Source: an optimization exercise on an open RTL-to-GDS flow (aim: small area). Production flows keep margins and buffers that such runs may drop.
The RTL was checked by simulation tests, not by an equivalence proof against the original design.
Power figures rest on the tool's default switching activity, not on a simulated workload.

run 1:
// mxu
module mxu (
    clk,
    rst_n,
    start_vld,
    lsu_mxu_vld,
    lsu_mxu_conv_vld,
    lsu_mxu_clr,
    lsu_mxu_iram_vld,
    lsu_mxu_iram_pld,
    lsu_mxu_wram_vld,
    lsu_mxu_wram_pld,
    lsu_mxu_pool_vld,
    lsu_mxu_pool_size,
    lsu_mxu_act_vld,
    lsu_mxu_act_type,
    lsu_mxu_wfi,
    mxu_lsu_int8_row0_data,
    mxu_lsu_int16_row0_data,
    mxu_lsu_int8_row1_data,
    mxu_lsu_int16_row1_data,
    mxu_lsu_int8_row2_data,
    mxu_lsu_int16_row2_data,
    mxu_lsu_int8_row3_data,
    mxu_lsu_int16_row3_data,
    mxu_lsu_int8_row4_data,
    mxu_lsu_int16_row4_data,
    mxu_lsu_int8_row5_data,
    mxu_lsu_int16_row5_data,
    mxu_lsu_int8_row6_data,
    mxu_lsu_int16_row6_data,
    mxu_lsu_int8_row7_data,
    mxu_lsu_int16_row7_data,
    mxu_lsu_data_rdy,
    mxu_lsu_rdy,
    wfi
);
Size: ~18000 cells after synthesis, about 2200 flip-flops.
export LEC_CHECK = 0
export ABC_AREA = 1
export CAP_MARGIN = 20
export CORE_MARGIN = 2
export CORE_UTILIZATION = 70
export GPL_TIMING_DRIVEN = 0
export PLACE_DENSITY = 0.78
export SLEW_MARGIN = 20
create_clock -name core_clock -period 10.0 [get_ports {clk}]
standard.sh (not shown) runs the stock make flow with config.mk's settings and CLKGATE_MAP_FILE= SYNTH_SCRIPT=/design/flow/synth_recipe.tcl, a recipe that flattens the netlist after the stock synthesis.
==> flow/flow/run.sh <==
#!/bin/bash
# The standard layout (the standard.sh, ORFS from synthesis to finish)
# with three changes, none of which touches the registers:
#  - Yosys's synth skips its early ABC pass (-noabc), so the carry-save
#    adder trees written in rtl/pe.v reach extract_fa as written; the later
#    ABC mapping of the remaining logic still runs;
#  - the port buffers are buf_1 cells;
#  - clock tree synthesis inserts no dummy loads and clusters up to 25
#    sinks within 100 um under each leaf buffer.
# Every tool's output goes to a log file in this folder.
set -euo pipefail
bash standard.sh \
  SYNTH_ARGS=-noabc \
  "BUFFER_PORTS_ARGS=-buffer_cell sky130_fd_sc_hd__buf_1" \
  "CTS_ARGS=-sink_clustering_enable -repair_clock_nets -dont_use_dummy_load -sink_clustering_size 25 -sink_clustering_max_diameter 100" \
  finish > make_finish.log 2>&1
Run 1 has completed all stages; timing, DRC and antenna checks passed.
What run 2 does differently from run 1 at the input level:
Settings: CORE_UTILIZATION now 58, was 70; PLACE_DENSITY now 0.66, was 0.78.
Compared with run 1, in run 2 final design area excluding fillers increased by 0.70% relative to the old numbers, cell internal power dissipation went up. Of run 2 and run 1, it is run 2 that has the lower routed wire length. The worst ir drop on vdd of run 2 falls short of that of run 1 by about 34%. Via count for run 2: about 3.3% down relative to run 1. When run 2 is measured against run 1, its die area turns out 21% higher. On run 2: part of the power in the clock network is 0.9 points higher than what run 1 gave.
#### Input delta (run 3 over run 2)
Settings: CORE_UTILIZATION now 62, was 58; GPL_TIMING_DRIVEN no longer set, was 0; PLACE_DENSITY now 0.7, was 0.66.
Findings:
When the final numbers for run 2 and run 3 were put side by side, the post-layout net count turned out to be smaller in run 2.
Non-clock buffer count (run 3 over run 2): increase, 429
Combined area of all synthesized cells: run 3 vs run 2 identical

mxu again, from the RTL that the note above started with.
==> flow/config.mk <==
export PLATFORM = sky130hd
export DESIGN_NAME = mxu
export DESIGN_NICKNAME = mxu
export VERILOG_FILES = /design/flow/design.v
export SDC_FILE = /design/flow/constraint.sdc
export NUM_CORES = 4
export LEC_CHECK = 0
export ABC_AREA = 1
export CAP_MARGIN = 20
export CORE_MARGIN = 2
export CORE_UTILIZATION = 62
export GPL_TIMING_DRIVEN = 0
export PLACE_DENSITY = 0.7
export SLEW_MARGIN = 20
==> flow/constraint.sdc <==
create_clock -name core_clock -period 10.0 [get_ports {clk}]
set_input_delay 2.0000 -clock core_clock [delete_from_list [all_inputs] [get_ports {clk}]]
set_output_delay 2.0000 -clock core_clock [all_outputs]
set_load 0.01 [all_outputs]
Scripts as last shown in full above: flow/flow/run.sh
Then changed:
--- a/flow/flow/run.sh
+++ b/flow/flow/run.sh
@@ -8,2 +8,2 @@
-#  - clock tree synthesis inserts no dummy loads and clusters up to 25
-#    sinks within 100 um under each leaf buffer.
+#  - clock tree synthesis inserts no dummy loads and clusters up to 12
+#    sinks within 100 um under each leaf buffer, with clkbuf_8 buffers.
@@ -15 +15 @@
-  "CTS_ARGS=-sink_clustering_enable -repair_clock_nets -dont_use_dummy_load -sink_clustering_size 25 -sink_clustering_max_diameter 100" \
+  "CTS_ARGS=-sink_clustering_enable -repair_clock_nets -dont_use_dummy_load -sink_clustering_size 12 -sink_clustering_max_diameter 100 -buf_list sky130_fd_sc_hd__clkbuf_8" \
- CORE_UTILIZATION: 62 -> 66
- PLACE_DENSITY: 0.7 -> 0.74
- synthesized area does not change
- cell count goes down by about 0.7%
- cell area goes down by 0.66%
- worst setup slack improved by 5.4 ps
- utilization goes up by 4.2 points
- wire length goes down by about 0.5%
- die area goes down by about 6%

[afterwards: timing with drivers on the ports]
No port has a modelled driver above. Below, the same layouts with a new extraction and two added sets of constraints. Step 1 (the two cells are an assumption about what drives the block):
set clk [get_ports {clk}]
set_driving_cell -lib_cell sky130_fd_sc_hd__clkbuf_16 $clk
set_driving_cell -lib_cell sky130_fd_sc_hd__buf_2 [delete_from_list [all_inputs] $clk]
Step 2, shift: input delay + t, output delay - t, t = (earliest + latest rising clock arrival at the registers) / 2. This alone moves slack from input paths to output paths. Slacks: ideal ports / drivers / drivers and shift; pairs: ideal ports / drivers.
| run | shift t [ns] | setup WS [ns] | worst register clock-pin slew, ns | worst data-port slew with drivers (ns) |
|---|---|---|---|---|
| run 1 | 0.947 | 0.237 / 0.166 / -0.780 | 0.11 / 0.11 | 0.25 |
| run 2 | 0.975 | 0.227 / 0.165 / -0.809 | 0.10 / 0.10 | 0.25 |
| run 3 | 0.976 | 0.297 / 0.388 / -0.588 | 0.11 / 0.11 | 0.22 |
| the first run of note 2 | 0.979 | 0.294 / 0.221 / -0.758 | 0.10 / 0.10 | 0.28 |
| the second run of note 2 | 1.181 | 0.299 / 0.197 / -0.985 | 0.10 / 0.10 | 0.24 |
Met with ideal ports but missed after step 2: setup timing in every run listed. The setup slack of the second run of note 2, which loses most, moves by -0.102 ns with the drivers and by -1.284 ns with both steps.
